This is an optimization exercise on Yosys and OpenROAD, whose aim is small area, not a production implementation.
At most, simulation tests tie the RTL to the original design; equivalence was not proved.
Function not checked in run 3: the RTL went through the layout flow alone.
Power is estimated from default activity; no workload was simulated. No driver is modelled on the clock port, so clocking that relies on it looks cheaper here than on a real chip.

File: config.mk
export PLATFORM = sky130hd
export DESIGN_NAME = UARTinterface
export DESIGN_NICKNAME = UARTinterface
export VERILOG_FILES = /design/flow/design.v
export SDC_FILE = /design/flow/constraint.sdc
export NUM_CORES = 8
export LEC_CHECK = 0
export CAP_MARGIN = 20
export CORE_MARGIN = 2
export CORE_UTILIZATION = 40
export CTS_BUF_LIST = sky130_fd_sc_hd__clkbuf_16
export CTS_CLUSTER_DIAMETER = 100
export CTS_CLUSTER_SIZE = 27
export PLACE_DENSITY = 0.5
export SLEW_MARGIN = 20
File: constraint.sdc
create_clock -name core_clock -period 10.0 [get_ports {CLK}]
set_input_delay 2.0000 -clock core_clock [delete_from_list [all_inputs] [get_ports {CLK}]]
set_output_delay 2.0000 -clock core_clock [all_outputs]
set_load 0.01 [all_outputs]
File: design.v
module baudPLL(
		input CLK, RST, SET,
		input [31:0] BAUDRATE,
		output reg BAUD_TICK, BAUD_TICK_X32
	);
	reg [31:0] baudrate_reg, baud_count_reg, oversample32_count_reg;
	wire [31:0] baud_next = baud_count_reg + 32'd1;
	wire [31:0] over_next = oversample32_count_reg + 32'd1;
	wire baud_hit = (baud_next == baudrate_reg);
	wire over_hit = (over_next == {5'b0, baudrate_reg[31:5]});
	always@(posedge CLK or negedge RST) begin
		if (~RST) begin
			baudrate_reg <= 32'b0;
			baud_count_reg <= ~{32'b0};
			oversample32_count_reg <= 32'b0;
			BAUD_TICK <= 1'b0;
			BAUD_TICK_X32 <= 1'b0;
		end else begin
			if (SET) baudrate_reg <= BAUDRATE;
			baud_count_reg <= (SET | baud_hit) ? 32'b0 : baud_next;
			oversample32_count_reg <= (SET | over_hit) ? 32'b0 : over_next;
			BAUD_TICK <= ~SET & baud_hit;
			BAUD_TICK_X32 <= ~SET & over_hit;
		end
	end
endmodule
module fifo_buffer #(parameter W = 9) (
		input CLK, RST, RD, WR,
		input  [W-1:0] DIN,
		output [W-1:0] RDATA,
		output NOT_EMPTY, FULL
	);
	reg [8:0] wp, rp;
	always@(posedge CLK or negedge RST) begin
		if (~RST) begin
			wp <= 9'd0;
			rp <= 9'd0;
		end else begin
			if (WR) wp <= wp + 9'd1;
			if (RD) rp <= rp + 9'd1;
		end
	end
	wire same = (wp[7:0] == rp[7:0]);
	assign NOT_EMPTY = ~(same & (wp[8] == rp[8]));
	assign FULL = same & (wp[8] != rp[8]);
	wire [W-1:0] term [0:255];
	wire clr_ok = ~FULL | WR;
	genvar i;
	generate
		for (i = 0; i < 256; i = i + 1) begin : word
			wire ws = (wp[7:0] == i);
			wire we = WR & ws;
			wire wc = clr_ok & ws;
			wire rs = (rp[7:0] == i);
			reg [W-1:0] m;
			always@(posedge CLK)
				m <= (m & {W{~wc}}) | (DIN & {W{we}});
			assign term[i] = m & {W{rs}};
		end
	endgenerate
	reg [W-1:0] rd_or;
	integer k;
	always@(*) begin
		rd_or = {W{1'b0}};
		for (k = 0; k < 256; k = k + 1)
			rd_or = rd_or | term[k];
	end
	assign RDATA = rd_or;
endmodule
module rx_fifo #(parameter W = 9) (
		input CLK, RST, RD, WR,
		input  [W-1:0] DIN,
		output [W-1:0] RDATA,
		output NOT_EMPTY
	);
	reg [W-1:0] ring [0:255];
	reg [W-1:0] ob [0:7];
	reg [W-1:0] pend;
	reg pending;
	reg [7:0] wpp, xpp;    
	reg [2:0] obw, obr;
	reg [3:0] obc;         
	wire ring_empty = (wpp == xpp);
	wire room = ~obc[3] | RD;
	wire ext_do = ~ring_empty & ~|xpp[2:0] & room;
	wire pend_ob = pending & ring_empty & room;
	wire direct = WR & ring_empty & ~pending & room;
	wire ob_we = ext_do | pend_ob | direct;
	wire ins = pending & ~pend_ob & (&wpp);
	wire [W-1:0] ext = ring[{xpp[7:3], 3'b000}];
	wire [W-1:0] ob_din = ~ring_empty ? ext : (pending ? pend : DIN);
	assign RDATA = ob[obr];
	assign NOT_EMPTY = |obc;
	always@(posedge CLK) begin
		ring[0] <= ins ? pend : ring[255];
		if (WR) pend <= DIN;
		if (ob_we) ob[obw] <= ob_din;
	end
	genvar i;
	generate
		for (i = 1; i < 256; i = i + 1) begin : rot
			always@(posedge CLK) ring[i] <= ring[i-1];
		end
	endgenerate
	always@(posedge CLK or negedge RST) begin
		if (~RST) begin
			pending <= 1'b0;
			wpp <= 8'd0;
			xpp <= 8'd0;
			obw <= 3'd0;
			obr <= 3'd0;
			obc <= 4'd0;
		end else begin
			pending <= (WR & ~direct) | (pending & ~ins & ~pend_ob);
			if (~ins) wpp <= wpp + 8'd1;
			if (~ext_do) xpp <= xpp + 8'd1;
			if (ob_we) obw <= obw + 3'd1;
			if (RD) obr <= obr + 3'd1;
			obc <= obc + {3'd0, ob_we} - {3'd0, RD};
		end
	end
endmodule
module tx_fifo (
		input CLK, RST, RD, WR,
		input  [7:0] DIN,
		output [7:0] RDATA,
		output NOT_EMPTY, FULL
	);
	reg [7:0] ring [0:255];
	reg [7:0] q [0:7];
	reg [7:0] head;
	reg [2:0] qw, qr;
	reg [3:0] qc;          
	reg [7:0] wpp, rpp;    
	reg [8:0] cnt;         
	wire [7:0] qhead = q[qr];
	wire xfer = (|qc) & (&wpp[2:0]);
	wire ring_empty = (cnt == {5'd0, qc});
	wire deq = xfer | (RD & ring_empty);
	wire at_ext = ~|rpp[2:0];
	wire [7:0] ext = ring[{rpp[7:3], 3'b000}];
	assign RDATA = ring_empty ? qhead : (at_ext ? ext : head);
	assign NOT_EMPTY = |cnt;
	assign FULL = cnt[8];
	wire aligned = &wpp[2:0] & ((|qc) | ~cnt[8]);
	always@(posedge CLK) begin
		ring[0] <= (ring[255] & {8{~(aligned & (wpp[7:3] == 5'd31))}}) | (qhead & {8{xfer & (wpp[7:3] == 5'd31)}});
		if (WR) q[qw] <= DIN;
		if (at_ext) head <= ext;
	end
	genvar i;
	generate
		for (i = 1; i < 256; i = i + 1) begin : rot
			if (i % 8 == 0) begin : ins
				always@(posedge CLK)
					ring[i] <= (ring[i-1] & {8{~(aligned & (wpp[7:3] == i / 8 - 1))}}) | (qhead & {8{xfer & (wpp[7:3] == i / 8 - 1)}});
			end else begin : sh
				always@(posedge CLK) ring[i] <= ring[i-1];
			end
		end
	endgenerate
	always@(posedge CLK or negedge RST) begin
		if (~RST) begin
			qw <= 3'd0;
			qr <= 3'd0;
			qc <= 4'd0;
			wpp <= 8'd0;
			rpp <= 8'd0;
			cnt <= 9'd0;
		end else begin
			if (WR) qw <= qw + 3'd1;
			if (deq) qr <= qr + 3'd1;
			qc <= qc + {3'd0, WR} - {3'd0, deq};
			if (~deq) wpp <= wpp + 8'd1;
			if (~RD) rpp <= rpp + 8'd1;
			cnt <= cnt + {8'd0, WR} - {8'd0, RD};
		end
	end
endmodule
module tx(
		input CLK, BAUD, RST, POP,
		input [7:0] DATA,
		input [1:0] MODE,
		output reg TX,
		output BUSY
	);
	localparam [2:0] tx_idle   = 3'd0,
	                 tx_start  = 3'd1,
	                 tx_send   = 3'd2,
	                 tx_parity = 3'd3,
	                 tx_stop   = 3'd4,
	                 tx_sync   = 3'd5;
	reg [2:0] tx_state;
	reg [7:0] buffer;
	reg [2:0] count;
	assign BUSY = (tx_state != tx_idle);
	always@(posedge CLK)
		if (POP) buffer <= DATA;
	always@(posedge CLK or negedge RST) begin
		if (~RST) begin
			TX <= 1'b1;
			tx_state <= tx_idle;
			count <= 3'b0;
		end else begin
			case (tx_state)
				tx_idle:
					begin
						TX <= 1'b1;
						if (POP) tx_state <= tx_sync;
					end
				tx_sync:
					begin
						TX <= 1'b1;
						if (BAUD) tx_state <= tx_start;
					end
				tx_start:
					begin
						TX <= 1'b0;
						if (BAUD) tx_state <= tx_send;
					end
				tx_send:
					begin
						TX <= buffer[count];
						if (BAUD) begin
							count <= count + 3'd1;
							if (count == 3'd7)
								tx_state <= (MODE == 2'b00) ? tx_stop : tx_parity;
						end
					end
				tx_parity:
					begin
						TX <= (^buffer) ^ (MODE == 2'b01);
						if (BAUD) tx_state <= tx_stop;
					end
				tx_stop:
					begin
						TX <= 1'b1;
						if (BAUD) tx_state <= tx_idle;
					end
				default:
					begin
						TX <= 1'b1;
						tx_state <= tx_idle;
					end
			endcase
		end
	end
endmodule
module rx(
		input CLK, TICK, RST, RX,
		input [1:0] MODE,
		output reg DATA_DONE,
		output reg [7:0] DATA,
		output reg PARITY
	);
	localparam [2:0] rx_idle   = 3'd0,
	                 rx_data   = 3'd1,
	                 rx_parity = 3'd2,
	                 rx_start  = 3'd3,
	                 rx_stop   = 3'd4;
	reg [2:0] rx_state;
	reg [4:0] sample_count;
	reg [2:0] data_buffer_pos;
	wire mid = (sample_count == 5'd16);
	always@(posedge CLK)
		if (TICK & mid & (rx_state == rx_data))
			DATA <= {RX, DATA[7:1]};
	always@(posedge CLK or negedge RST) begin
		if (~RST) begin
			rx_state <= rx_idle;
			sample_count <= 5'b0;
			data_buffer_pos <= 3'b0;
			DATA_DONE <= 1'b0;
			PARITY <= 1'b0;
		end else begin
			DATA_DONE <= 1'b0;
			if (TICK) begin
				sample_count <= sample_count + 5'd1;
				case (rx_state)
					rx_idle:
						if (~RX) begin
							sample_count <= 5'b0;
							data_buffer_pos <= 3'b0;
							rx_state <= rx_start;
						end
					rx_start:
						if (mid) rx_state <= RX ? rx_idle : rx_data;
					rx_data:
						if (mid) begin
							data_buffer_pos <= data_buffer_pos + 3'd1;
							if (data_buffer_pos == 3'd7) begin
								if (MODE == 2'b00) begin
									PARITY <= 1'b0;
									rx_state <= rx_stop;
								end else
									rx_state <= rx_parity;
							end
						end
					rx_parity:
						if (mid) begin
							PARITY <= RX;
							rx_state <= rx_stop;
						end
					rx_stop:
						if (mid) begin
							DATA_DONE <= 1'b1;
							rx_state <= rx_idle;
						end
					default:
						rx_state <= rx_idle;
				endcase
			end
		end
	end
endmodule
module UARTinterface(
		input CLK, RST, WRITE_TO_TX_BUFFER, READ_BUFFER, SET_BR, SET_MODE,
		input [31:0] DATA_IN__CONFIG,
		output [7:0] DATA_OUT,
		output INTERRUPT, BUSY, PARITY,
		input RX,
		output TX
	);
	wire baudclk, baudclkx32;
	baudPLL pll(
		.CLK(CLK),
		.RST(RST),
		.SET(SET_BR),
		.BAUDRATE(DATA_IN__CONFIG),
		.BAUD_TICK(baudclk),
		.BAUD_TICK_X32(baudclkx32)
	);
	reg [1:0] mode;
	always@(posedge CLK or negedge RST) begin
		if (~RST)
			mode <= 2'b0;
		else if (SET_MODE)
			mode <= DATA_IN__CONFIG[1:0];
	end
	wire tx_avail, tx_busy;
	wire [7:0] tx_byte;
	wire tx_pop = tx_avail & ~tx_busy;
	tx_fifo tx_buffer(
		.CLK(CLK),
		.RST(RST),
		.RD(tx_pop),
		.WR(WRITE_TO_TX_BUFFER),
		.DIN(DATA_IN__CONFIG[7:0]),
		.RDATA(tx_byte),
		.NOT_EMPTY(tx_avail),
		.FULL(BUSY)
	);
	tx tx(
		.CLK(CLK),
		.BAUD(baudclk),
		.RST(RST),
		.POP(tx_pop),
		.DATA(tx_byte),
		.MODE(mode),
		.TX(TX),
		.BUSY(tx_busy)
	);
	wire [7:0] rx_byte;
	wire rx_done, rx_parity;
	wire [8:0] rx_word;
	reg  [8:0] current_read;
	rx rx(
		.CLK(CLK),
		.TICK(baudclkx32),
		.RST(RST),
		.RX(RX),
		.MODE(mode),
		.DATA_DONE(rx_done),
		.DATA(rx_byte),
		.PARITY(rx_parity)
	);
	rx_fifo #(.W(9)) rx_buffer(
		.CLK(CLK),
		.RST(RST),
		.RD(READ_BUFFER),
		.WR(rx_done),
		.DIN({rx_parity, rx_byte}),
		.RDATA(rx_word),
		.NOT_EMPTY(INTERRUPT)
	);
	always@(posedge CLK)
		if (READ_BUFFER) current_read <= rx_word;
	assign DATA_OUT = current_read[7:0];
	assign PARITY = current_read[8];
endmodule
File: run.sh
#!/bin/bash
# synth_recipe.tcl (not shown) runs the flow's synth.tcl, then flattens the netlist and writes it again
# the make line also repeats each setting of config.mk as NAME=value (left out here)
make -C /OpenROAD-flow-scripts/flow DESIGN_CONFIG=/design/flow/config.mk WORK_HOME=/design/flow/orfs CLKGATE_MAP_FILE= SYNTH_SCRIPT=/design/flow/synth_recipe.tcl finish
==> run notes, run 1 <==
Most flops, register=rx_buffer.ring; delay-heaviest family, CP=buffers and inverters; CTS tree=built; slowest cell delay on critical path=0.62 ns; vias in the first global route=around 47000; IO Port Bufs=50; worst-skew pair later-pin latency=between 0.8 and 0.9 ns; total CTS buffers=201; nets=roughly 7100; CP bufs+invs=2; Vert. Die Dim=530 µm; Pleak=~47 nW; CTS Hold Bufs=0; Post-DP HPWL=between 150000 and 200000 µm; RD Place Congestion=0.894; Layout Area Growth over Synthesis=9.88%; CTS H-tree depth=4; GRT Util Overall=0.157; placed insts=around 11000; post-synth net total=roughly 6900; wire per inst=slightly above 20 µm; Total Die Area=about 0.28 mm²; Tightest Pin Transition=around 1.2 ns; clk root buf=clkbuf_16; site row count=approximately 190; initial antenna violation count=30; GRT overflow=0; P per Cell Area=263 mW/mm²; most frequent cell after synthesis=dfxtp_1; reg-to-reg critical path startpoint=rx_buffer.xpp[3]$_DFFE_PN0N_; Seq/Total Area, Yosys=0.875; yosys warns=8; Placeable Area=about 0.28 mm²; Final Core Density=0.441; CP endpoint kind=output pin; filler instances=approximately 24000; asr flop ratio synth=0.0386; WL final=~220000 µm; Clock Sinks=between 4000 and 5000; Sequential Area=0.0970 mm²; Via Count=roughly 49000; hold crit path type=reg -> reg; clock slew at reported path FFs=approximately 0.11 ns; FMAX=~0.23 GHz; # setup viols final=0; Die X=about 530 µm; drt pass-1 iters=6; largest net degree at the start of global routing=between 60 and 70; postcts setup bufs=0; max reg flops=about 2300; required time worst endpoint=approximately 8.0 ns; Startpoint Class=flip-flop; Synth Area per Inst=~16 µm²; Arr. time, crit path=between 2 and 2.5 ns; top post-synthesis cells by area=dfxtp_1, edfxtp_1, dfrtp_1; layout cells sized above 1=0.0712; Syn Std Cell Area=around 0.11 mm²; Post-synth top cells=dfxtp_1, nand2_1, nor2_1, a22o_1, edfxtp_1; critical path, cell by cell=inv_1 -> ha_1 -> nand3_1 -> clkdlybuf4s50_1; post-synthesis cell type count=79; predominant post-synthesis flop cell=dfxtp_1; top flop regs=rx_buffer.ring (2304), tx_buffer.ring (2048), rx_buffer.ob (72); worst r2r path cells=8; maximum vdd drop=~190 µV; Cells after Synth=approximately 6800; global-route wire length before repair=approximately 320000 µm; status=timing/DRC/antenna clean; post-synth top area cell=dfxtp_1; Detail Route Antenna Nets=0; # Max-Cap Violations=0; RSZ-0062 raised after global routing=no; # resized after CTS=0; Critical Path Fanout Max=3; DRT iter0 DRCs=4152; DR DRC count=0; Tcrit/Tclk final=0.437; Final TNS setup=0 ns; internal reg-to-reg setup slack=about 6.1 ns; Worst Hold Depth=0; Tmin final=4.37 ns; skew final=about 0.075 ns; Final Hold Fails=0; area of the multi-input gates=between 0.01 and 0.015 mm²; worst setup path startpoint=rx_buffer.obc[3]$_DFF_PN0_; beginning of the worst hold path=rx_buffer.ring[81][5]$_DFF_P_; Initial Util=0.401; Synth top area share=0.788; Worst slew margin=0.190; end of the worst hold path=rx_buffer.ring[82][5]$_DFF_P_; total power=~32 mW; capture point of the worst reg-to-reg path=rx_buffer.ob[2][3]$_DFFE_PP_; Max Slew Vio Count=0; Longest Clk Path Bufs=4; Yosys reg bits=between 4000 and 5000; Ports=51; Vias/cell=between 4 and 5; number of flops mapped to enable cells by yosys=170; Max stage delay cell, worst path=clkdlybuf4s50_1; Crit Path Category=reg -> out; non-filler cells, final=10800
## layer usage
metal,wire (µm),GRT usage
met5,13,0
met4,6540,0.0448
met3,12200,0.0263
met2,96600,0.239
met1,108000,0.230
## cells in the final DEF, fill, tap and decap left out, drive strengths merged, types with 12 or more instances in the layout
cell type,count
a22oi,166
dfstp,33
dfrtp,149
nand2,338
a22o,175
nor2b,12
a21oi,43
buf,81
dfxtp,4360
xnor2,117
mux2i,12
mux2,80
xor2,61
clkdlybuf4s50,48
a21o,12
a221oi,46
nor3,51
edfxtp,170
o21ai,163
nor2,207
o32ai,12
nor4,29
ha,41
mux4,36
nand2b,21
nand3,60
nand4,72
inv,87
and3,18
clkbuf,207
## cells by family after synthesis
| kind of cell | share of synthesized area |
|---|---|
| flip-flops | 0.875 |
| AND/OR/NAND/NOR | 0.0374 |
| AO/OA/AOI/OAI | 0.0441 |
| XOR/XNOR | 0.0151 |
| buffers and inverters | 0.00637 |
| multiplexers | 0.0165 |
| adder cells (fa/ha/maj) | 0.00517 |
## where the power goes
group	total [mW]	switching (mW)	leakage, nW	internal [mW]
clock network	9.20	5.44	2.77	3.77
logic	2.51	1.69	5.12	0.819
registers	20.4	0.564	38.9	19.8
total	32.1	7.69	46.7	24.4
## worst reg2reg max path, stage by stage, from the launching register on
cell and delay [ns]:
dfrtp_1 0.54, or3_1 0.50, nor2_1 0.66, buf_4 0.31, a22o_1 0.15, a221oi_1 0.05, nand4_1 0.17, o32ai_1 0.22
o21ai_0 0.95
## cell type report
| class | count | area share |
|---|---|---|
| Multi-Input combinational cell | 1907 | 0.109 |
| Clock buffer | 206 | 0.0423 |
| Sequential cell | 4712 | 0.797 |
| Antenna cell | 11 | 0.000226 |
| Timing Repair Buffer | 130 | 0.00903 |
| Inverter | 55 | 0.00170 |
| Tap cell | 3705 | 0.0381 |
| Clock inverter | 37 | 0.00297 |
## worst max path at each step
stage,to,cells after the start,slack [ns]
floorplan,rx_buffer.ob[6][0]$_DFFE_PP_,4,6.38
global placement,rx_buffer.ob[6][2]$_DFFE_PP_,7,5.23
detailed placement,rx_buffer.ob[6][0]$_DFFE_PP_,7,5.16
CTS,INTERRUPT,4,5.50
global route,INTERRUPT,4,5.53
finish,INTERRUPT,4,5.63
## metrics by stage
step / hold WS (ns) / worst slack (ns) / cell area, µm²
finish: 0.271 / 5.63 / 122000
global placement: 0.310 / 5.23 / 116000
detailed placement: 0.312 / 5.16 / 116000
global route: 0.288 / 5.53 / 122000
floorplan: 0.310 / 6.38 / 111000
CTS: 0.268 / 5.50 / 122000
==> run 2, diff against run 1 <==
--- a/config.mk
+++ b/config.mk
@@ -10,6 +10,6 @@
 export CORE_UTILIZATION = 40
 export CTS_BUF_LIST = sky130_fd_sc_hd__clkbuf_16
 export CTS_CLUSTER_DIAMETER = 100
-export CTS_CLUSTER_SIZE = 27
+export CTS_CLUSTER_SIZE = 30
 export PLACE_DENSITY = 0.5
 export SLEW_MARGIN = 20
==> run notes, run 2 <==
status=timing/DRC/antenna clean; site row count=193 (unchanged); register share of total power=0.640 (+0.005); Arr. time, crit path=2.37 ns (about the same); Clock Sinks=4712 (unchanged); Worst slew margin=0.188 (-0.00187); non-filler cells, final=10700 (-0.17%); worst hold slack=0.275 ns (+0.00447 ns); RD Place Congestion=0.894 (unchanged); Post-DP HPWL=153000 µm (unchanged); Clock power frac=0.281 (-0.006); placed insts=10500 (unchanged); hold crit path type=reg -> reg; largest net degree at the start of global routing=69 (unchanged); Longest Clk Path Bufs=4 (unchanged); asr flop ratio synth=0.0386 (unchanged); top flop regs=rx_buffer.ring (2304), tx_buffer.ring (2048), rx_buffer.ob (72); # setup viols final=0 (unchanged); wire per inst=20.8 µm (about the same); Final Core Density=0.440 (-0.00129); total power=31.8 mW (-0.88%); Pleak=46.5 nW (-0.41%); Yosys reg bits=4712 (unchanged); Placeable Area=0.276 mm² (unchanged); post-synth top area cell=dfxtp_1; CP endpoint kind=output pin; vias in the first global route=46900 (-0.094%); most frequent cell after synthesis=dfxtp_1; max reg flops=2304 (unchanged); number of flops mapped to enable cells by yosys=170 (unchanged); Via Count=48400 (-0.31%); IO Port Bufs=50 (unchanged); Startpoint Class=flip-flop; post-synth net total=6874 (unchanged); layout cells sized above 1=0.0693 (-0.00197); maximum vdd drop=190 µV (+1.1%); Detail Route Antenna Nets=0 (unchanged); Seq/Total Area, Yosys=0.875 (unchanged); Vias/cell=4.50 (-0.15%); Layout Area Growth over Synthesis=9.55%; DRT iter0 DRCs=3957 (-4.7%); # Max-Cap Violations=0 (unchanged); yosys warns=8 (unchanged); worst setup margin=5.63 ns (-0.000920 ns); global-route wire length before repair=322000 µm (about the same); Tmin final=4.37 ns (+0.000920 ns); Max Slew Vio Count=0 (unchanged); skew final=0.0811 ns (+0.00627 ns); Int Power=24.1 mW (-1.1%); nets=7074 (-0.23%); most frequent cells in the layout=dfxtp_1, nand2_1, nor2_1; Syn Std Cell Area=0.111 mm² (unchanged); # resized after CTS=0 (unchanged); initial antenna violation count=30 (unchanged); Tcrit/Tclk final=0.437 (about the same); Net Sw Power=7.69 mW (about the same); FMAX=0.229 GHz (about the same); Vert. Die Dim=530 µm (unchanged); Tightest Pin Transition=1.21 ns (+0.00280 ns); area of the multi-input gates=0.0133 mm² (about the same); Cells after Synth=6791 (unchanged); Ports=51 (unchanged); switching portion of total power=0.242 (+0.00200); most common cell after layout, fill and taps aside=dfxtp_1; Crit Path Category=reg -> out; Most flops, register=rx_buffer.ring; required time worst endpoint=8.00 ns (about the same); Initial Util=0.401 (unchanged); clk root buf=clkbuf_16; total CTS buffers=184 (-8.5%); GRT Util Overall=0.157 (about the same); Cell Area, Placed=0.116 mm² (unchanged); Final Cell Area=0.121 mm² (-0.29%); Post-synth top cells=dfxtp_1, nand2_1, nor2_1, a22o_1, edfxtp_1; Final TNS setup=0 ns (unchanged); Sequential Area=0.0970 mm² (unchanged); Gate power share=0.079 (about the same); top post-synthesis cells by area=dfxtp_1, edfxtp_1, dfrtp_1; P per Cell Area=262 mW/mm² (-0.59%); drt pass-1 iters=6 (unchanged); CTS Hold Bufs=0 (unchanged); RSZ-0062 raised after global routing=no; worst-skew pair later-pin latency=0.91 ns (+0.02 ns); postcts setup bufs=0 (unchanged); Synth Area per Inst=16.3 µm² (unchanged); CTS H-tree depth=4 (unchanged); predominant post-synthesis flop cell=dfxtp_1; CTS tree=built; Critical Path Fanout Max=3 (unchanged); pre-CTS setup slack=5.16 ns (unchanged); Final Hold Fails=0 (unchanged); post-synthesis cell type count=79 (unchanged); Synth top area share=0.788 (unchanged); GRT overflow=0 (unchanged); DR DRC count=0 (unchanged); Total Die Area=0.281 mm² (unchanged); clock slew at reported path FFs=0.10 ns (about the same); filler instances=24400 (+0.25%); WL final=224000 µm (about the same); Die X=530 µm (unchanged)
[run 2: changes by cell type in the layout (fill, tap and decap cells not counted), sizes merged]
cell	previous run	this run
diode	11	9
clkinv	5	11
buf	81	82
bufinv	0	1
clkbuf	207	187
inv	87	83
[run 2: routing by layer]
| metal | vias to the layer above | share of wire | global-route usage |
|---|---|---|---|
| li1 | 22900 | - | - |
| met5 | - | 0 | 0 |
| met4 | 0 | 0.031 | 0.0477 |
| met2 | 1177 | 0.43 | 0.238 |
| met1 | 24000 | 0.49 | 0.229 |
| met3 | 383 | 0.054 | 0.0260 |
[run 2: layout make-up]
type | instances | area share
diodes | 9 | 0.000186
clock buffers | 186 | 0.0383
clock inverters | 40 | 0.00421
inverters | 55 | 0.00170
multi-input cells | 1907 | 0.109
flip-flops and latches | 4712 | 0.799
well taps | 3705 | 0.0382
repair buffers | 131 | 0.00910
[run 2: worst paths after layout]
path,start,endpoint,slack (ns),depth (start not counted)
worst max-delay path,rx_buffer.obc[3]$_DFF_PN0_,INTERRUPT,5.63,4
worst min-delay path,rx_buffer.ring[61][6]$_DFF_P_,rx_buffer.ring[62][6]$_DFF_P_,0.28,0
worst max register to register,rx_buffer.xpp[4]$_DFFE_PN0N_,rx_buffer.ob[4][0]$_DFFE_PP_,6.05,8
worst min register to register,rx_buffer.ring[61][6]$_DFF_P_,rx_buffer.ring[62][6]$_DFF_P_,0.28,0
max in group asynchronous,RST,pll.oversample32_count_reg[0]$_DFF_PN0_,7.51,2
min in group asynchronous,RST,tx_buffer.rpp[3]$_DFFE_PN0N_,1.12,1
[run 2: power groups by stage]
stage               logic [mW]  clock network, mW  registers, mW
detailed placement        2.53                  0           20.8
floorplan                 1.35                  0           20.4
CTS                       2.54               9.26           20.4
finish                    2.51               8.92           20.4
global route              2.66               9.90           20.5
global placement          2.51                  0           20.8
[run 2: logic make-up after synthesis]
logic type,count (synthesis),synth area share
AO/OA/AOI/OAI,674,0.0441
XOR/XNOR,183,0.0151
adder cells (fa/ha/maj),44,0.00517
buffers and inverters,172,0.00637
flip-flops,4712,0.875
multiplexers,128,0.0165
AND/OR/NAND/NOR,878,0.0374
[run 2: worst max-delay path, cell delays in order, from the launching register on]
cell and delay [ns]:
dfrtp_1 0.37, inv_1 0.13, ha_1 0.17, nand3_1 0.18, clkdlybuf4s50_1 0.62
==> run 3, diff against run 2 <==
--- a/design.v
+++ b/design.v
@@ -73,38 +73,40 @@
 		output [W-1:0] RDATA,
 		output NOT_EMPTY
 	);
-	reg [W-1:0] ring [0:255];
+	reg [W-1:0] ring [0:247];
 	reg [W-1:0] ob [0:7];
 	reg [W-1:0] pend;
 	reg pending;
+	reg full;              
 	reg [7:0] wpp, xpp;    
 	reg [2:0] obw, obr;
 	reg [3:0] obc;         
-	wire ring_empty = (wpp == xpp);
+	wire ring_empty = (wpp == xpp) & ~full;
 	wire room = ~obc[3] | RD;
 	wire ext_do = ~ring_empty & ~|xpp[2:0] & room;
 	wire pend_ob = pending & ring_empty & room;
 	wire direct = WR & ring_empty & ~pending & room;
 	wire ob_we = ext_do | pend_ob | direct;
-	wire ins = pending & ~pend_ob & (&wpp);
+	wire ins = pending & ~pend_ob & ~full & (wpp == 8'd247);
 	wire [W-1:0] ext = ring[{xpp[7:3], 3'b000}];
 	wire [W-1:0] ob_din = ~ring_empty ? ext : (pending ? pend : DIN);
 	assign RDATA = ob[obr];
 	assign NOT_EMPTY = |obc;
 	always@(posedge CLK) begin
-		ring[0] <= ins ? pend : ring[255];
+		ring[0] <= ins ? pend : ring[247];
 		if (WR) pend <= DIN;
 		if (ob_we) ob[obw] <= ob_din;
 	end
 	genvar i;
 	generate
-		for (i = 1; i < 256; i = i + 1) begin : rot
+		for (i = 1; i < 248; i = i + 1) begin : rot
 			always@(posedge CLK) ring[i] <= ring[i-1];
 		end
 	endgenerate
 	always@(posedge CLK or negedge RST) begin
 		if (~RST) begin
 			pending <= 1'b0;
+			full <= 1'b0;
 			wpp <= 8'd0;
 			xpp <= 8'd0;
 			obw <= 3'd0;
@@ -112,8 +114,9 @@
 			obc <= 4'd0;
 		end else begin
 			pending <= (WR & ~direct) | (pending & ~ins & ~pend_ob);
-			if (~ins) wpp <= wpp + 8'd1;
-			if (~ext_do) xpp <= xpp + 8'd1;
+			full <= (full & ~ext_do) | (ins & ~ext_do & (xpp == 8'd246));
+			if (~ins) wpp <= (wpp == 8'd247) ? 8'd0 : wpp + 8'd1;
+			if (~ext_do) xpp <= (xpp == 8'd247) ? 8'd0 : xpp + 8'd1;
 			if (ob_we) obw <= obw + 3'd1;
 			if (RD) obr <= obr + 3'd1;
 			obc <= obc + {3'd0, ob_we} - {3'd0, RD};
--- a/config.mk
+++ b/config.mk
@@ -7,9 +7,9 @@
 export LEC_CHECK = 0
 export CAP_MARGIN = 20
 export CORE_MARGIN = 2
-export CORE_UTILIZATION = 40
+export CORE_UTILIZATION = 50
 export CTS_BUF_LIST = sky130_fd_sc_hd__clkbuf_16
 export CTS_CLUSTER_DIAMETER = 100
 export CTS_CLUSTER_SIZE = 30
-export PLACE_DENSITY = 0.5
+export PLACE_DENSITY = 0.65
 export SLEW_MARGIN = 20
==> run notes, run 3 <==
worst hold slack=0.283 ns (+0.00773 ns); post-synthesis cell type count=84 (+6.3%); Vert. Die Dim=472 µm (-11%); GRT Util Overall=0.183 (+0.0262); CTS Hold Bufs=0 (unchanged); Detail Route Antenna Nets=0 (unchanged); wire per inst=21.2 µm (+1.8%); number of flops mapped to enable cells by yosys=170 (unchanged); top flop regs=rx_buffer.ring (2232), tx_buffer.ring (2048), rx_buffer.ob (72); Crit Path Category=in -> reg; vias in the first global route=46300 (-1.3%); total CTS buffers=176 (-4.3%); largest net degree at the start of global routing=111 (+61%); max reg flops=2232 (-3.1%); GRT overflow=0 (unchanged); Worst Hold Depth=0 (unchanged); status=timing/DRC/antenna clean; end of the worst hold path=tx_buffer.ring[102][5]$_DFF_P_; postcts setup bufs=0 (unchanged); Seq/Total Area, Yosys=0.873 (-0.00224); Most flops, register=rx_buffer.ring; Startpoint Class=primary input; yosys warns=8 (unchanged); Vias/cell=4.89 (+8.6%); clk root buf=clkbuf_16; top post-synthesis cells by area=dfxtp_1, edfxtp_1, dfrtp_1; asr flop ratio synth=0.0394 (+0.000806); post-synth net total=6800 (-1.1%); RSZ-0062 raised after global routing=no; predominant post-synthesis flop cell=dfxtp_1; internal reg-to-reg setup slack=5.77 ns (-0.28 ns); CTS H-tree depth=4 (unchanged); hold crit path type=reg -> reg; RD Place Congestion=0.947 (+6.0%); Total Die Area=0.223 mm² (-21%); clock slew at reported path FFs=0.11 ns (about the same); capture point of the worst reg-to-reg path=pll.baud_count_reg[17]$_DFF_PN1_; Synth top area share=0.784 (-0.00354); most common cell after layout, fill and taps aside=dfxtp_1; maximum vdd drop=208 µV (+9.2%); Final TNS setup=0 ns (unchanged); layout cells sized above 1=0.0659 (-0.00338); Cells after Synth=6716 (-1.1%); worst r2r path cells=9 (+1); Worst slew margin=0.104 (-0.0838); IO Port Bufs=50 (unchanged); P per Cell Area=260 mW/mm² (-0.75%); Die X=472 µm (-11%); DR DRC count=0 (unchanged); initial antenna violation count=19 (-37%); Via Count=47800 (-1.2%); Layout Area Growth over Synthesis=8.39%; Final Cell Area=0.119 mm² (-2.3%); required time worst endpoint=10.48 ns (+2.48 ns); CTS tree=built; Initial Util=0.504 (+0.102); Final Core Density=0.546 (+0.106); Syn Std Cell Area=0.109 mm² (-1.2%); Longest Clk Path Bufs=3 (-1); Ports=51 (unchanged); # Max-Cap Violations=0 (unchanged); Yosys reg bits=4641 (-1.5%); Final Hold Fails=0 (unchanged); drt pass-1 iters=8 (+2); Max Slew Vio Count=0 (unchanged); worst-skew pair later-pin latency=0.88 ns (-0.03 ns); beginning of the worst hold path=tx_buffer.ring[101][5]$_DFF_P_; Post-synth top cells=dfxtp_1, nand2_1, nor2_1, a22o_1, o21ai_0; reg-to-reg critical path startpoint=pll.baud_count_reg[11]$_DFF_PN1_; total power=30.8 mW (-3.0%); site row count=171 (-11%); Pleak=45.8 nW (-1.5%); most frequent cell after synthesis=dfxtp_1; CP endpoint kind=flip-flop; Arr. time, crit path=5.17 ns (+2.80 ns); Critical Path Fanout Max=15 (+12); # resized after CTS=0 (unchanged); Synth Area per Inst=16.3 µm² (-0.10%); Placeable Area=0.217 mm² (-21%); FMAX=0.213 GHz (-6.8%); most frequent cells in the layout=dfxtp_1, nand2_1, nor2_1; DRT iter0 DRCs=4156 (+5.0%); # setup viols final=0 (unchanged); skew final=0.0724 ns (-0.00869 ns); Post-DP HPWL=138000 µm (-9.3%); Tightest Pin Transition=1.33 ns (+0.120 ns); Clock Sinks=4641 (-1.5%); post-synth top area cell=dfxtp_1; WL final=207000 µm (-7.4%); Tmin final=4.69 ns (+0.321 ns); Cell Area, Placed=0.114 mm² (-2.2%); global-route wire length before repair=301000 µm (-6.7%); nets=6963 (-1.6%); Tcrit/Tclk final=0.469 (+0.0321)
==> run 3: worst max-delay path by stage <==
| stage | cells past startpoint | slack, ns | to | startpoint |
|---|---|---|---|---|
| after global routing | 6 | 5.04 | rx_buffer.ob[1][4]$_DFFE_PP_ | READ_BUFFER |
| final | 6 | 5.31 | rx_buffer.ob[1][0]$_DFFE_PP_ | READ_BUFFER |
| after floorplan | 5 | 5.84 | rx_buffer.ob[4][0]$_DFFE_PP_ | READ_BUFFER |
| after detailed placement | 6 | 4.17 | rx_buffer.ob[4][3]$_DFFE_PP_ | READ_BUFFER |
| after global placement | 6 | 4.23 | rx_buffer.ob[0][1]$_DFFE_PP_ | READ_BUFFER |
| after CTS | 6 | 5.03 | rx_buffer.ob[4][3]$_DFFE_PP_ | READ_BUFFER |
==> run 3: kinds of logic after synthesis <==
logic type / after synthesis / share of synthesized area
flip-flops: 4641 / 0.873
AND/OR/NAND/NOR: 848 / 0.0370
AO/OA/AOI/OAI: 705 / 0.0469
buffers and inverters: 179 / 0.00660
XOR/XNOR: 164 / 0.0138
multiplexers: 134 / 0.0172
adder cells (fa/ha/maj): 45 / 0.00535
==> run 3: area by class of cell <==
class | instances | area, µm²
Clock inverter | 43 | 563
Sequential cell | 4641 | 95600
Inverter | 60 | 225
Clock buffer | 177 | 4430
Timing Repair Buffer | 104 | 935
Tap cell | 2854 | 3570
Multi-Input combinational cell | 1896 | 13300
Fill cell | 17200 | 98700
Antenna cell | 7 | 17.5
==> run 3: routing by layer <==
metal  GRT usage  share of wire  up-vias
li1            -              -    22600
met1       0.269           0.48    23700
met2       0.276           0.43     1110
met3      0.0304          0.051      383
met4      0.0623          0.035        4
met5           0        0.00013        -
==> run 3: report_power, final <==
part	internal [mW]	switching, mW	total (mW)
clock	3.32	5.27	8.59
combinational	0.729	1.51	2.24
sequential	19.5	0.555	20.0
total	23.5	7.33	30.8
==> run 3: critical path, stage by stage <==
cell	delay, ns
clkdlybuf4s50_1	0.99
nor2_1	0.10
nor4b_1	0.77
o21bai_1	0.38
nand2b_1	0.22
nor2_1	0.70
==> run 3: stage by stage <==
stage	setup slack, ns	cells
6_report	5.31	9782
5_1_grt	5.04	9777
4_1_cts	5.03	9774
3_5_place_dp	4.17	9554
3_3_place_gp	4.23	9550
2_1_floorplan	5.84	6716
==> run 4, diff against run 3 <==
--- a/design.v
+++ b/design.v
@@ -3,22 +3,21 @@
 		input [31:0] BAUDRATE,
 		output reg BAUD_TICK, BAUD_TICK_X32
 	);
-	reg [31:0] baudrate_reg, baud_count_reg, oversample32_count_reg;
-	wire [31:0] baud_next = baud_count_reg + 32'd1;
-	wire [31:0] over_next = oversample32_count_reg + 32'd1;
-	wire baud_hit = (baud_next == baudrate_reg);
-	wire over_hit = (over_next == {5'b0, baudrate_reg[31:5]});
+	reg [31:0] baudrate_reg, baud_left, oversample_left;
+	wire [31:0] baudrate_next = SET ? BAUDRATE : baudrate_reg;
+	wire baud_hit = (baud_left == 32'd1);
+	wire over_hit = (oversample_left == 32'd1);
 	always@(posedge CLK or negedge RST) begin
 		if (~RST) begin
-			baudrate_reg <= 32'b0;
-			baud_count_reg <= ~{32'b0};
-			oversample32_count_reg <= 32'b0;
+			baudrate_reg <= 32'd0;
+			baud_left <= 32'd1;
+			oversample_left <= 32'd0;
 			BAUD_TICK <= 1'b0;
 			BAUD_TICK_X32 <= 1'b0;
 		end else begin
-			if (SET) baudrate_reg <= BAUDRATE;
-			baud_count_reg <= (SET | baud_hit) ? 32'b0 : baud_next;
-			oversample32_count_reg <= (SET | over_hit) ? 32'b0 : over_next;
+			baudrate_reg <= baudrate_next;
+			baud_left <= (SET | baud_hit) ? baudrate_next : baud_left - 32'd1;
+			oversample_left <= (SET | over_hit) ? {5'd0, baudrate_next[31:5]} : oversample_left - 32'd1;
 			BAUD_TICK <= ~SET & baud_hit;
 			BAUD_TICK_X32 <= ~SET & over_hit;
 		end
--- a/config.mk
+++ b/config.mk
@@ -7,9 +7,9 @@
 export LEC_CHECK = 0
 export CAP_MARGIN = 20
 export CORE_MARGIN = 2
-export CORE_UTILIZATION = 50
+export CORE_UTILIZATION = 40
 export CTS_BUF_LIST = sky130_fd_sc_hd__clkbuf_16
 export CTS_CLUSTER_DIAMETER = 100
 export CTS_CLUSTER_SIZE = 30
-export PLACE_DENSITY = 0.65
+export PLACE_DENSITY = 0.5
 export SLEW_MARGIN = 20
==> run notes, run 4 <==
status=timing/DRC/antenna clean; IO Port Bufs=50 (unchanged); # resized after CTS=0 (unchanged); Post-synth top cells=dfxtp_1, nand2_1, dfrtp_1, o21ai_0, edfxtp_1; RD Place Congestion=0.906 (-4.4%); drt pass-1 iters=5 (-3); global-route wire length before repair=329000 µm (+9.4%); Yosys reg bits=4641 (unchanged); Total Die Area=0.279 mm² (+25%); Ports=51 (unchanged); Seq/Total Area, Yosys=0.870 (-0.00264); Startpoint Class=primary input; GRT overflow=0 (unchanged); number of flops mapped to enable cells by yosys=170 (unchanged); most frequent cell after synthesis=dfxtp_1; Critical Path Fanout Max=14 (-1); Synth Area per Inst=16.1 µm² (-1.1%); CTS Hold Bufs=0 (unchanged); post-synth net total=6896 (+1.4%); Tmin final=4.61 ns (-0.0815 ns); Final Hold Fails=0 (unchanged); Max Slew Vio Count=0 (unchanged); site row count=192 (+12%); Vias/cell=4.60 (-6.0%); P per Cell Area=265 mW/mm² (+2.1%); register share of total power=0.634 (-0.015); top flop regs=rx_buffer.ring (2232), tx_buffer.ring (2048), rx_buffer.ob (72); Placeable Area=0.273 mm² (+26%); asr flop ratio synth=0.0394 (unchanged); total power=31.9 mW (+3.3%); initial antenna violation count=39 (+20); Pleak=46.2 nW (+0.88%); Vert. Die Dim=528 µm (+12%); nets=7047 (+1.2%); largest net degree at the start of global routing=64 (-42%); vias in the first global route=46800 (+0.98%); Layout Area Growth over Synthesis=9.43%; Detail Route Antenna Nets=0 (unchanged); most frequent cells in the layout=dfxtp_1, nand2_1, clkbuf_16; GRT Util Overall=0.162 (-0.0210); CP endpoint kind=flip-flop; maximum vdd drop=179 µV (-14%); # Max-Cap Violations=0 (unchanged); max reg flops=2232 (unchanged); yosys warns=8 (unchanged); # setup viols final=0 (unchanged); Final Core Density=0.439 (-0.107); pre-CTS setup slack=4.12 ns (-0.0528 ns); DRT iter0 DRCs=4399 (+5.8%); postcts setup bufs=0 (unchanged); Clock Sinks=4641 (unchanged); worst-skew pair later-pin latency=0.92 ns (+0.04 ns); Final TNS setup=0 ns (unchanged); layout cells sized above 1=0.0628 (-0.00306); Via Count=48800 (+2.0%); predominant post-synthesis flop cell=dfxtp_1; WL final=230000 µm (+11%); FMAX=0.217 GHz (+1.8%); worst setup path startpoint=READ_BUFFER; Post-DP HPWL=158000 µm (+14%); Crit Path Category=in -> reg; CTS H-tree depth=4 (unchanged); beginning of the worst hold path=rx_buffer.ring[190][3]$_DFF_P_; wire per inst=21.7 µm (+2.3%); Worst slew margin=0.194 (+0.0900); most common cell after layout, fill and taps aside=dfxtp_1; Synth top area share=0.782 (-0.00206); switching portion of total power=0.249 (+0.0111); Initial Util=0.401 (-0.102); Tightest Pin Transition=1.21 ns (-0.125 ns); Clock power frac=0.278 (about the same); Cells after Synth=6810 (+1.4%); top post-synthesis cells by area=dfxtp_1, edfxtp_1, dfrtp_1; Int Power=23.9 mW (+1.8%); Die X=528 µm (+12%); required time worst endpoint=10.52 ns (+0.04 ns); Longest Clk Path Bufs=4 (+1); post-synth top area cell=dfxtp_1; Syn Std Cell Area=0.110 mm² (+0.26%); clk root buf=clkbuf_16; Net Sw Power=7.93 mW (+8.2%); worst setup margin=5.39 ns (+0.0815 ns); Arr. time, crit path=5.12 ns (-0.05 ns); reg-to-reg critical path startpoint=rx_buffer.xpp[5]$_DFFE_PN0N_; Worst Hold Depth=0 (unchanged); RSZ-0062 raised after global routing=no; CTS tree=built; Tcrit/Tclk final=0.461 (-0.00815); post-synthesis cell type count=82 (-2.4%); worst hold slack=0.248 ns (-0.0352 ns); hold crit path type=reg -> reg; worst r2r path cells=7 (-2); skew final=0.101 ns (+0.0286 ns); total CTS buffers=184 (+4.5%); Gate power share=0.088 (+0.015); clock slew at reported path FFs=0.11 ns (about the same); Most flops, register=rx_buffer.ring; DR DRC count=0 (unchanged)
==> run 4: cell count changes in the layout (fill, tap and decap cells not counted), moves of 24 or more <==
cell and change:
mux2i_1 +74, a22oi_1 -79, nand3_1 +60, nor2_1 -52, a32oi_1 +50, dfstp_2 -31
xnor2_1 -38, nor3_1 +26, a22o_1 -39, and3_1 +24, a221oi_1 -53, dfrtp_1 +26
==> run 4: metrics by stage <==
step           cells  instance area, µm²
2_1_floorplan   6810              110000
3_3_place_gp   10400              115000
3_5_place_dp   10400              115000
4_1_cts        10600              120000
5_1_grt        10600              120000
6_report       10600              120000
==> run 4: final timing paths <==
path / endpoint / slack (ns)
max: rx_buffer.ob[6][2]$_DFFE_PP_ / 5.39
min: rx_buffer.ring[191][3]$_DFF_P_ / 0.25
max reg2reg: rx_buffer.ob[5][5]$_DFFE_PP_ / 5.49
min reg2reg: rx_buffer.ring[191][3]$_DFF_P_ / 0.25
max in group asynchronous: rx_buffer.xpp[7]$_DFFE_PN0N_ / 6.72
min in group asynchronous: tx_buffer.wpp[5]$_DFFE_PN0P_ / 1.10
==> run 4: final cells by class <==
type	instances	area (µm²)
sequential	4641	95500
clock inverter	40	455
tap	3589	4490
inverter	76	285
clock buffer	188	4700
multi-input combinational	1935	13500
antenna	22	55.1
timing repair buffer	123	1060
fill	24200	153000
==> run 4: power by group through the flow <==
stage	Sequential (mW)	Combinational, mW	Clock, mW
5_1_grt	20.3	2.94	9.83
4_1_cts	20.2	2.81	9.20
3_5_place_dp	20.6	2.80	0
6_report	20.2	2.80	8.87
3_3_place_gp	20.6	2.77	0
2_1_floorplan	20.2	1.55	0
==> run 4: critical path, stage by stage <==
cell             delay (ns)
clkdlybuf4s50_1        0.87
nand2b_1               0.38
o21ai_0                0.15
mux2i_1                0.69
nand2_1                0.31
nor3b_2                0.71
==> run 4: cell families after synthesis <==
| logic type | share of synthesized area |
|---|---|
| fa+ha+maj | 0.00556 |
| xor+xnor | 0.00938 |
| mux | 0.0221 |
| flops | 0.870 |
| compound gates | 0.0404 |
| buf+inv | 0.00816 |
| simple gates | 0.0440 |
==> run 4: layer usage <==
layer  vias to the layer above  track usage  part of all wire
li1                      22900            -                 -
met4                         2       0.0455             0.027
met3                       347       0.0283             0.057
met1                     24300        0.245              0.50
met5                         -            0          0.000061
met2                      1193        0.237              0.42
==> run 5, diff against run 4 <==
--- a/config.mk
+++ b/config.mk
@@ -5,11 +5,11 @@
 export SDC_FILE = /design/flow/constraint.sdc
 export NUM_CORES = 8
 export LEC_CHECK = 0
-export CAP_MARGIN = 20
+export CAP_MARGIN = 0
 export CORE_MARGIN = 2
 export CORE_UTILIZATION = 40
 export CTS_BUF_LIST = sky130_fd_sc_hd__clkbuf_16
 export CTS_CLUSTER_DIAMETER = 100
 export CTS_CLUSTER_SIZE = 30
 export PLACE_DENSITY = 0.5
-export SLEW_MARGIN = 20
+export SLEW_MARGIN = 0
==> run notes, run 5 <==
status=timing/DRC/antenna clean; Post-synth top cells=dfxtp_1, nand2_1, dfrtp_1, o21ai_0, edfxtp_1; clock slew at reported path FFs=0.11 ns (about the same); met3 routed WL=13900 µm (+5.3%); initial antenna violation count=35 (-10%); top layer in use=met5; switching portion of total power=0.249 (about the same); Gate power share=0.088 (about the same); max reg flops=2232 (unchanged); Cell Area, Placed=0.115 mm² (about the same); most frequent cell after synthesis=dfxtp_1; Syn Std Cell Area=0.110 mm² (unchanged); Pleak=46.2 nW (-0.11%); total CTS buffers=183 (-0.54%); drt pass-1 iters=6 (+1); Synth top area share=0.782 (unchanged); CTS H-tree depth=4 (unchanged); Detail Route Antenna Nets=0 (unchanged); placed insts=10400 (unchanged); # Max-Cap Violations=0 (unchanged); non-filler cells, final=10600 (-0.085%); Clock power frac=0.277 (about the same); Tcrit/Tclk final=0.495 (+0.0341); Most flops, register=rx_buffer.ring; IO Port Bufs=50 (unchanged); worst hold slack=0.246 ns (-0.00161 ns); Post-DP HPWL=158000 µm (about the same); Clock Sinks=4641 (unchanged); top post-synthesis cells by area=dfxtp_1, edfxtp_1, dfrtp_1; total power=31.8 mW (-0.27%); most common cell after layout, fill and taps aside=dfxtp_1; maximum vdd drop=183 µV (+2.3%); global-route wire length before repair=330000 µm (+0.23%); Startpoint Class=primary input; routed wl met2=95600 µm (about the same); FMAX=0.202 GHz (-6.9%); Yosys reg bits=4641 (unchanged); vias in the first global route=46800 (+0.20%); Via Count=48700 (-0.10%); worst setup margin=5.05 ns (-0.341 ns); P per Cell Area=265 mW/mm² (-0.13%); Final Hold Fails=0 (unchanged); wire length on met1=114000 µm (-0.69%); CTS Hold Bufs=0 (unchanged); number of flops mapped to enable cells by yosys=170 (unchanged); Final TNS setup=0 ns (unchanged); skew final=0.113 ns (+0.0122 ns); CTS tree=built; area of the multi-input gates=0.0135 mm² (-0.33%); Worst slew margin=0.129 (-0.0654); Crit Path Category=in -> reg; # setup viols final=0 (unchanged); top flop regs=rx_buffer.ring (2232), tx_buffer.ring (2048), rx_buffer.ob (72); filler instances=24200 (-0.24%); largest net degree at the start of global routing=64 (unchanged); postcts setup bufs=0 (unchanged); wire per inst=21.7 µm (+0.18%); RD Place Congestion=0.906 (unchanged); predominant post-synthesis flop cell=dfxtp_1; # resized after CTS=0 (unchanged); clk root buf=clkbuf_16; Int Power=23.9 mW (-0.24%); post-synth top area cell=dfxtp_1; Tightest Pin Transition=1.30 ns (+0.0882 ns); asr flop ratio synth=0.0394 (unchanged); Arr. time, crit path=5.44 ns (+0.32 ns); Sequential Area=0.0955 mm² (about the same); Final Core Density=0.439 (-0.000627); Max Slew Vio Count=0 (unchanged); Tmin final=4.95 ns (+0.341 ns); most frequent cells in the layout=dfxtp_1, nand2_1, clkbuf_16; Critical Path Fanout Max=14 (unchanged); CP endpoint kind=flip-flop; GRT overflow=0 (unchanged); Seq/Total Area, Yosys=0.870 (unchanged); Synth Area per Inst=16.1 µm² (unchanged); Longest Clk Path Bufs=4 (unchanged); post-synthesis cell type count=82 (unchanged); Vias/cell=4.60 (about the same); yosys warns=8 (unchanged); site row count=192 (unchanged); post-synth net total=6896 (unchanged); RSZ-0062 raised after global routing=no; nets=7045 (-0.028%); pre-CTS setup slack=4.07 ns (-0.0513 ns); hold crit path type=reg -> reg; DRT iter0 DRCs=4097 (-6.9%); Net Sw Power=7.90 mW (-0.35%); Vert. Die Dim=528 µm (unchanged); worst-skew pair later-pin latency=0.91 ns (about the same); Final Cell Area=0.120 mm² (-0.14%); Ports=51 (unchanged); required time worst endpoint=10.49 ns (-0.03 ns); Cells after Synth=6810 (unchanged); WL final=230000 µm (about the same); Layout Area Growth over Synthesis=9.27%; Die X=528 µm (unchanged); Initial Util=0.401 (unchanged); Placeable Area=0.273 mm² (unchanged); Total Die Area=0.279 mm² (unchanged); GRT Util Overall=0.162 (+0.000288); DR DRC count=0 (unchanged); register share of total power=0.635 (about the same); layout cells sized above 1=0.0610 (-0.00183)
[run 5: cell counts after synthesis]
No cell type changed its count.
[run 5: kinds of logic after synthesis]
group / Yosys count / synth area share
multiplexers: 189 / 0.0221
AND/OR/NAND/NOR: 957 / 0.0440
buffers and inverters: 234 / 0.00816
AO/OA/AOI/OAI: 626 / 0.0404
XOR/XNOR: 116 / 0.00938
flip-flops: 4641 / 0.870
adder cells (fa/ha/maj): 47 / 0.00556
[run 5: path summary, 6_finish.rpt]
path	start	depth (start not counted)	slack [ns]	endpoint
worst min register to register	rx_buffer.ring[190][3]$_DFF_P_	0	0.25	rx_buffer.ring[191][3]$_DFF_P_
worst max-delay path	READ_BUFFER	6	5.05	rx_buffer.ob[2][0]$_DFFE_PP_
worst max register to register	rx_buffer.xpp[5]$_DFFE_PN0N_	6	5.50	rx_buffer.ob[2][0]$_DFFE_PP_
min in group asynchronous	RST	1	1.11	tx.count[1]$_DFFE_PN0P_
worst min-delay path	rx_buffer.ring[190][3]$_DFF_P_	0	0.25	rx_buffer.ring[191][3]$_DFF_P_
max in group asynchronous	RST	3	6.65	rx_buffer.xpp[3]$_DFFE_PN0N_
[run 5: final cells by class]
| cell class | count | share of cell area |
|---|---|---|
| well taps | 3589 | 0.0374 |
| inverters | 76 | 0.00238 |
| flip-flops and latches | 4641 | 0.797 |
| repair buffers | 122 | 0.00867 |
| clock buffers | 188 | 0.0392 |
| diodes | 16 | 0.000334 |
| multi-input cells | 1935 | 0.112 |
| clock inverters | 38 | 0.00306 |
[run 5: worst max-delay path: stages]
cell             delay (ns)
clkdlybuf4s50_1        0.87
nand2b_1               0.38
o21ai_0                0.16
mux2i_1                0.68
nand2b_1               0.27
nor3b_1                1.07
[run 5: power groups by stage]
stage	sequential, mW	clock, mW	combinational, mW
after floorplan	20.2	0	1.55
after detailed placement	20.6	0	2.79
after CTS	20.2	9.12	2.80
after global placement	20.6	0	2.77
after global routing	20.3	9.75	2.95
final	20.2	8.79	2.81
[run 5: layer usage]
metal	up-vias	track usage
met2	1254	0.237
li1	22900	-
met4	2	0.0473
met3	352	0.0282
met1	24200	0.245
met5	-	0
==> run 6, diff against run 5 <==
--- a/config.mk
+++ b/config.mk
@@ -7,9 +7,9 @@
 export LEC_CHECK = 0
 export CAP_MARGIN = 0
 export CORE_MARGIN = 2
-export CORE_UTILIZATION = 40
+export CORE_UTILIZATION = 50
 export CTS_BUF_LIST = sky130_fd_sc_hd__clkbuf_16
 export CTS_CLUSTER_DIAMETER = 100
 export CTS_CLUSTER_SIZE = 30
-export PLACE_DENSITY = 0.5
+export PLACE_DENSITY = 0.65
 export SLEW_MARGIN = 0
==> run notes, run 6 <==
filler instances=17000 (-30%); RSZ-0062 raised after global routing=no; clock slew at reported path FFs=0.11 ns (about the same); GRT Util Overall=0.193 (+0.0307); yosys warns=8 (unchanged); Detail Route Antenna Nets=0 (unchanged); IO Port Bufs=50 (unchanged); CTS Hold Bufs=0 (unchanged); DRT iter0 DRCs=4163 (+1.6%); Sequential Area=0.0955 mm² (unchanged); Worst slew margin=0.0816 (-0.0470); total CTS buffers=176 (-3.8%); routing usage on met2=0.284 (+0.0469); Yosys reg bits=4641 (unchanged); most frequent cell after synthesis=dfxtp_1; most common cell after layout, fill and taps aside=dfxtp_1; asr flop ratio synth=0.0394 (unchanged); Critical Path Fanout Max=14 (unchanged); max reg flops=2232 (unchanged); Total Die Area=0.223 mm² (-20%); Pleak=46.1 nW (about the same); Tmin final=4.65 ns (-0.298 ns); Seq/Total Area, Yosys=0.870 (unchanged); Global Route met3 Usage=0.0343 (+0.00612); layout cells sized above 1=0.0595 (-0.00155); largest net degree at the start of global routing=77 (+20%); Most flops, register=rx_buffer.ring; RD Place Congestion=0.984 (+8.6%); Post-DP HPWL=151000 µm (-4.8%); initial antenna violation count=28 (-20%); drt pass-1 iters=6 (unchanged); FMAX=0.215 GHz (+6.4%); vias in the first global route=46600 (-0.54%); # setup viols final=0 (unchanged); Placeable Area=0.218 mm² (-20%); Most Used Layer, Global Route=met1; worst-skew pair later-pin latency=0.86 ns (-0.05 ns); Max Slew Vio Count=0 (unchanged); Clock Sinks=4641 (unchanged); Crit Path Category=in -> reg; GRT overflow=0 (unchanged); hold crit path type=reg -> reg; top post-synthesis cells by area=dfxtp_1, edfxtp_1, dfrtp_1; Die X=473 µm (-10%); Vert. Die Dim=473 µm (-10%); Final Hold Fails=0 (unchanged); wire per inst=22.2 µm (+2.4%); CTS tree=built; # Max-Cap Violations=0 (unchanged); clk root buf=clkbuf_16; maximum vdd drop=207 µV (+13%); area of the multi-input gates=0.0135 mm² (+0.24%); critical path, cell by cell=clkdlybuf4s50_1 -> buf_4 -> nand2b_1 -> o21ai_0 -> mux2i_1 -> nand2_1 -> nor3b_1; WL final=219000 µm (-4.7%); Longest Clk Path Bufs=3 (-1); Max stage delay cell, worst path=nor3b_1; site row count=171 (-11%); most frequent cells in the layout=dfxtp_1, nand2_1, clkbuf_16; Ports=51 (unchanged); postcts setup bufs=0 (unchanged); slowest cell delay on critical path=1.08 ns (about the same); worst hold slack=0.290 ns (+0.0435 ns); worst r2r path cells=7 (+1); nets=7037 (-0.11%); Via Count=48900 (+0.31%); beginning of the worst hold path=tx_buffer.ring[158][5]$_DFF_P_; status=timing/DRC/antenna clean; top flop regs=rx_buffer.ring (2232), tx_buffer.ring (2048), rx_buffer.ob (72); Worst Hold Depth=0 (unchanged); # resized after CTS=0 (unchanged); predominant post-synthesis flop cell=dfxtp_1; P per Cell Area=265 mW/mm² (-0.16%); Tcrit/Tclk final=0.465 (-0.0298); global-route wire length before repair=314000 µm (-4.7%); Initial Util=0.504 (+0.103); number of flops mapped to enable cells by yosys=170 (unchanged); post-synth net total=6896 (unchanged); CP endpoint kind=flip-flop; Layout Area Growth over Synthesis=8.39%; Syn Std Cell Area=0.110 mm² (unchanged); met1 Usage GRT=0.289 (+0.0436); internal reg-to-reg setup slack=5.39 ns (-0.11 ns); post-synthesis cell type count=82 (unchanged); post-synth top area cell=dfxtp_1; skew final=0.0581 ns (-0.0551 ns); capture point of the worst reg-to-reg path=rx_buffer.ob[6][5]$_DFFE_PP_; required time worst endpoint=10.47 ns (-0.02 ns); Synth Area per Inst=16.1 µm² (unchanged); DR DRC count=0 (unchanged); Vias/cell=4.95 (+7.8%); Synth top area share=0.782 (unchanged); Post-synth top cells=dfxtp_1, nand2_1, dfrtp_1, o21ai_0, edfxtp_1; CTS H-tree depth=4 (unchanged); reg-to-reg critical path startpoint=rx_buffer.xpp[7]$_DFFE_PN0N_; end of the worst hold path=tx_buffer.ring[159][5]$_DFF_P_; Arr. time, crit path=5.12 ns (-0.32 ns); Startpoint Class=primary input; Tightest Pin Transition=1.37 ns (+0.0699 ns); Cells after Synth=6810 (unchanged); Final TNS setup=0 ns (unchanged)
-- run 6: cell count changes in the layout (fill, tap and decap cells not counted), sizes merged --
cell | before | now
clkbuf | 189 | 178
inv | 106 | 103
buf | 73 | 72
clkinv | 8 | 20
diode | 16 | 17
-- run 6: logic make-up after synthesis --
| logic type | synth area share |
|---|---|
| AOI/OAI and AO/OA | 0.0404 |
| xor gates and xnor gates | 0.00938 |
| adders and majority gates | 0.00556 |
| buffers and inverters | 0.00816 |
| DFF | 0.870 |
| muxes | 0.0221 |
| and+or+nand+nor | 0.0440 |
-- run 6: report_power, final --
part | switching, mW | leakage [nW] | total [mW] | internal (mW)
Clock | 5.23 | 2.50 | 8.52 | 3.29
Combinational | 1.92 | 5.37 | 2.80 | 0.885
Sequential | 0.620 | 38.3 | 20.1 | 19.5
Total | 7.77 | 46.1 | 31.5 | 23.7
-- run 6: layout make-up --
class / count / share of cell area
sequential: 4641 / 0.803
multi-input combinational: 1935 / 0.113
clock buffer: 177 / 0.0372
tap: 2854 / 0.0300
timing repair buffer: 121 / 0.00868
clock inverter: 47 / 0.00473
inverter: 76 / 0.00240
antenna: 17 / 0.000358
-- run 6: routing by layer --
metal | up-vias | share of wire
li1 | 22900 | -
met1 | 24000 | 0.48
met2 | 1551 | 0.42
met3 | 428 | 0.062
met4 | 2 | 0.035
met5 | - | 0.000059
-- run 6: worst max-delay path, delay by kind of cell --
family	cells	cell delay, ns
AO/OA/AOI/OAI	1	0.12
buffers and inverters	2	0.69
multiplexers	1	0.72
AND/OR/NAND/NOR	3	1.58
-- run 6: how the worst max path moves through the flow --
stage / start / to / depth (start not counted)
4_1_cts: READ_BUFFER / rx_buffer.ob[6][5]$_DFFE_PP_ / 7
6_report: READ_BUFFER / rx_buffer.ob[6][5]$_DFFE_PP_ / 7
5_1_grt: rx_buffer.xpp[7]$_DFFE_PN0N_ / rx_buffer.ob[6][2]$_DFFE_PP_ / 7
3_5_place_dp: READ_BUFFER / rx_buffer.ob[6][4]$_DFFE_PP_ / 7
2_1_floorplan: READ_BUFFER / rx_buffer.ob[6][0]$_DFFE_PP_ / 5
3_3_place_gp: READ_BUFFER / rx_buffer.ob[5][0]$_DFFE_PP_ / 7
-- run 6: metrics by stage --
step                instance area, µm²  std cells  power, mW  utilization  worst slack [ns]
floorplan                       110000       6810       21.7            -              6.02
global placement                114000       9627       23.3        0.524              4.58
detailed placement              114000       9627       23.3        0.524              4.38
CTS                             119000       9851       31.7        0.546              5.33
global route                    119000       9855       32.5        0.547              5.06
finish                          119000       9868       31.5        0.547              5.35
==> run 7, diff against run 6 <==
==> flow/run.sh (new file) <==
#!/bin/bash
# Layout flow: the standard flow (standard.sh) unchanged, with two settings
# passed through the environment to the ORFS scripts:
#  - ports are buffered with the smallest buffer, sky130_fd_sc_hd__buf_1;
#  - clock tree synthesis does not add dummy loads.
# The whole output of the flow goes to flow_run.log in this folder; each ORFS
# step also keeps its own log under orfs/logs.
set -o pipefail
export BUFFER_PORTS_ARGS="-buffer_cell sky130_fd_sc_hd__buf_1"
export CTS_ARGS="-sink_clustering_enable -repair_clock_nets -dont_use_dummy_load -buf_list sky130_fd_sc_hd__clkbuf_16 -sink_clustering_size 30 -sink_clustering_max_diameter 100"
bash standard.sh > flow_run.log 2>&1
==> standard.sh (new file) <==
#!/bin/bash
# synth_recipe.tcl (not shown) runs the flow's synth.tcl, then flattens the netlist and writes it again
# the make line also repeats each setting of config.mk as NAME=value (left out here)
make -C /OpenROAD-flow-scripts/flow DESIGN_CONFIG=/design/flow/config.mk WORK_HOME=/design/flow/orfs CLKGATE_MAP_FILE= SYNTH_SCRIPT=/design/flow/synth_recipe.tcl "${@:-finish}"
--- a/config.mk
+++ b/config.mk
@@ -5,11 +5,11 @@
 export SDC_FILE = /design/flow/constraint.sdc
 export NUM_CORES = 8
 export LEC_CHECK = 0
-export CAP_MARGIN = 0
+export CAP_MARGIN = 10
 export CORE_MARGIN = 2
 export CORE_UTILIZATION = 50
 export CTS_BUF_LIST = sky130_fd_sc_hd__clkbuf_16
 export CTS_CLUSTER_DIAMETER = 100
 export CTS_CLUSTER_SIZE = 30
 export PLACE_DENSITY = 0.65
-export SLEW_MARGIN = 0
+export SLEW_MARGIN = 10
removed: run.sh
==> run notes, run 7 <==
status=timing/DRC/antenna clean; Tightest Pin Transition=1.26 ns (-0.102 ns); Total Die Area=0.223 mm² (unchanged); hold crit path type=reg -> reg; WL final=219000 µm (about the same); IO Port Bufs=50 (unchanged); Post-DP HPWL=151000 µm (+0.49%); global-route wire length before repair=313000 µm (-0.23%); Final Cell Area=0.118 mm² (-0.84%); Longest Clk Path Bufs=3 (unchanged); drt pass-1 iters=8 (+2); Syn Std Cell Area=0.110 mm² (unchanged); Layout Area Growth over Synthesis=7.48%; number of flops mapped to enable cells by yosys=170 (unchanged); Cell Area, Placed=0.114 mm² (-0.37%); Clock power frac=0.263 (-0.008); Net Sw Power=7.50 mW (-3.5%); internal reg-to-reg setup slack=5.59 ns (+0.20 ns); Synth top area share=0.782 (unchanged); reg-to-reg critical path startpoint=rx_buffer.xpp[6]$_DFFE_PN0N_; FMAX=0.227 GHz (+5.5%); Yosys reg bits=4641 (unchanged); Via Count=48400 (-1.1%); register share of total power=0.649 (+0.009); Max Slew Vio Count=0 (unchanged); Pleak=45.6 nW (-1.1%); capture point of the worst reg-to-reg path=rx_buffer.ob[1][3]$_DFFE_PP_; top flop regs=rx_buffer.ring (2232), tx_buffer.ring (2048), rx_buffer.ob (72); postcts setup bufs=0 (unchanged); total CTS buffers=176 (unchanged); critical path, cell by cell=buf_4 -> xor2_1 -> nor4_1 -> and3_1 -> mux2i_1 -> nand2b_1 -> nor3b_1; post-synthesis cell type count=82 (unchanged); total power=31.0 mW (-1.4%); Worst setup endpoint=rx_buffer.ob[1][3]$_DFFE_PP_; clk root buf=clkbuf_16; worst setup path startpoint=rx_buffer.xpp[6]$_DFFE_PN0N_; skew final=0.0977 ns (+0.0396 ns); Tcrit/Tclk final=0.441 (-0.0241); most common cell after layout, fill and taps aside=dfxtp_1; Int Power=23.5 mW (-0.72%); Worst slew margin=0.150 (+0.0686); clock slew at reported path FFs=0.11 ns (about the same); maximum vdd drop=211 µV (+2.2%); worst r2r path cells=7 (unchanged); GRT Util Overall=0.193 (about the same); Critical Path Fanout Max=42 (+28); RD Place Congestion=0.959 (-2.5%); largest net degree at the start of global routing=153 (+99%); Final TNS setup=0 ns (unchanged); max reg flops=2232 (unchanged); asr flop ratio synth=0.0394 (unchanged); GRT overflow=0 (unchanged); # setup viols final=0 (unchanged); CTS tree=built; Die X=473 µm (unchanged); Startpoint Class=flip-flop; initial antenna violation count=24 (-14%); worst-skew pair later-pin latency=0.82 ns (-0.04 ns); most frequent cells in the layout=dfxtp_1, nand2_1, clkbuf_16; Vias/cell=4.94 (-0.38%); Max stage delay cell, worst path=nor3b_1; CTS Hold Bufs=0 (unchanged); Gate power share=0.088 (about the same); Initial Util=0.504 (unchanged); Synth Area per Inst=16.1 µm² (unchanged); Cells after Synth=6810 (unchanged); Seq/Total Area, Yosys=0.870 (unchanged); Arr. time, crit path=4.86 ns (-0.26 ns); DR DRC count=0 (unchanged); P per Cell Area=263 mW/mm² (-0.56%); # Max-Cap Violations=0 (unchanged)
run 7: cell counts after synthesis:
No cell type changed its count.
run 7: cell type report:
cell class,count,area (µm²)
Sequential cell,4641,95500
Antenna cell,9,22.5
Timing Repair Buffer,108,641
Clock buffer,176,4400
Fill cell,17300,99600
Inverter,76,285
Multi-Input combinational cell,1935,13500
Tap cell,2854,3570
run 7: worst min path at each step:
stage	start	to	slack (ns)	cells after the start
global route	tx_buffer.ring[157][5]$_DFF_P_	tx_buffer.ring[158][5]$_DFF_P_	0.26	0
detailed placement	rx_buffer.ring[191][3]$_DFF_P_	rx_buffer.ring[192][3]$_DFF_P_	0.31	0
finish	tx_buffer.ring[157][5]$_DFF_P_	tx_buffer.ring[158][5]$_DFF_P_	0.25	0
floorplan	rx_buffer.ring[99][0]$_DFF_P_	rx_buffer.ring[100][0]$_DFF_P_	0.31	0
global placement	rx_buffer.ring[3][7]$_DFF_P_	rx_buffer.ring[4][7]$_DFF_P_	0.31	0
CTS	tx_buffer.ring[157][5]$_DFF_P_	tx_buffer.ring[158][5]$_DFF_P_	0.26	0
run 7: cells by family (layout without fill, tap and decap cells):
family                   Yosys count  count (layout)  share of synthesized area
other                              0               9                          0
buffers and inverters            234             360                    0.00816
flip-flops                      4641            4641                      0.870
AO/OA/AOI/OAI                    626             626                     0.0404
AND/OR/NAND/NOR                  957             957                     0.0440
multiplexers                     189             189                     0.0221
adder cells (fa/ha/maj)           47              47                    0.00556
XOR/XNOR                         116             116                    0.00938
run 7: routing by layer:
layer	GRT usage	vias up	wire [µm]
met5	0	-	0
met4	0.0623	0	7160
met3	0.0311	345	12200
met2	0.283	1341	92000
met1	0.293	23900	108000
li1	-	22800	-
run 7: through the flow:
| stage | cells | hold slack, ns | utilization | setup slack, ns |
|---|---|---|---|---|
| finish | 9799 | 0.246 | 0.542 | 5.59 |
| floorplan | 6810 | 0.310 | - | 6.02 |
| global placement | 9614 | 0.309 | 0.522 | 4.85 |
| global route | 9791 | 0.263 | 0.542 | 5.28 |
| detailed placement | 9614 | 0.312 | 0.522 | 4.71 |
| CTS | 9790 | 0.262 | 0.542 | 5.49 |
run 7: power groups by stage:
stage	registers, mW	logic, mW	clock network, mW
floorplan	20.2	1.55	0
global placement	20.5	2.66	0
detailed placement	20.6	2.68	0
CTS	20.1	2.69	8.37
global route	20.2	2.84	8.99
finish	20.1	2.72	8.17
run 7: critical path: cells and delay by family (launching register included):
| family | cells | cell delay [ns] |
|---|---|---|
| multiplexers | 1 | 0.79 |
| XOR/XNOR | 1 | 0.13 |
| flip-flops | 1 | 0.36 |
| buffers and inverters | 1 | 0.43 |
| AND/OR/NAND/NOR | 4 | 2.32 |

Setup slack of run 7, layout unchanged: 5.591 ns with ideal ports, 5.591 ns with driving cells assumed (clock clkbuf_16, inputs buf_2), 4.873 ns with port delays also shifted by the 0.889 ns mid clock arrival.
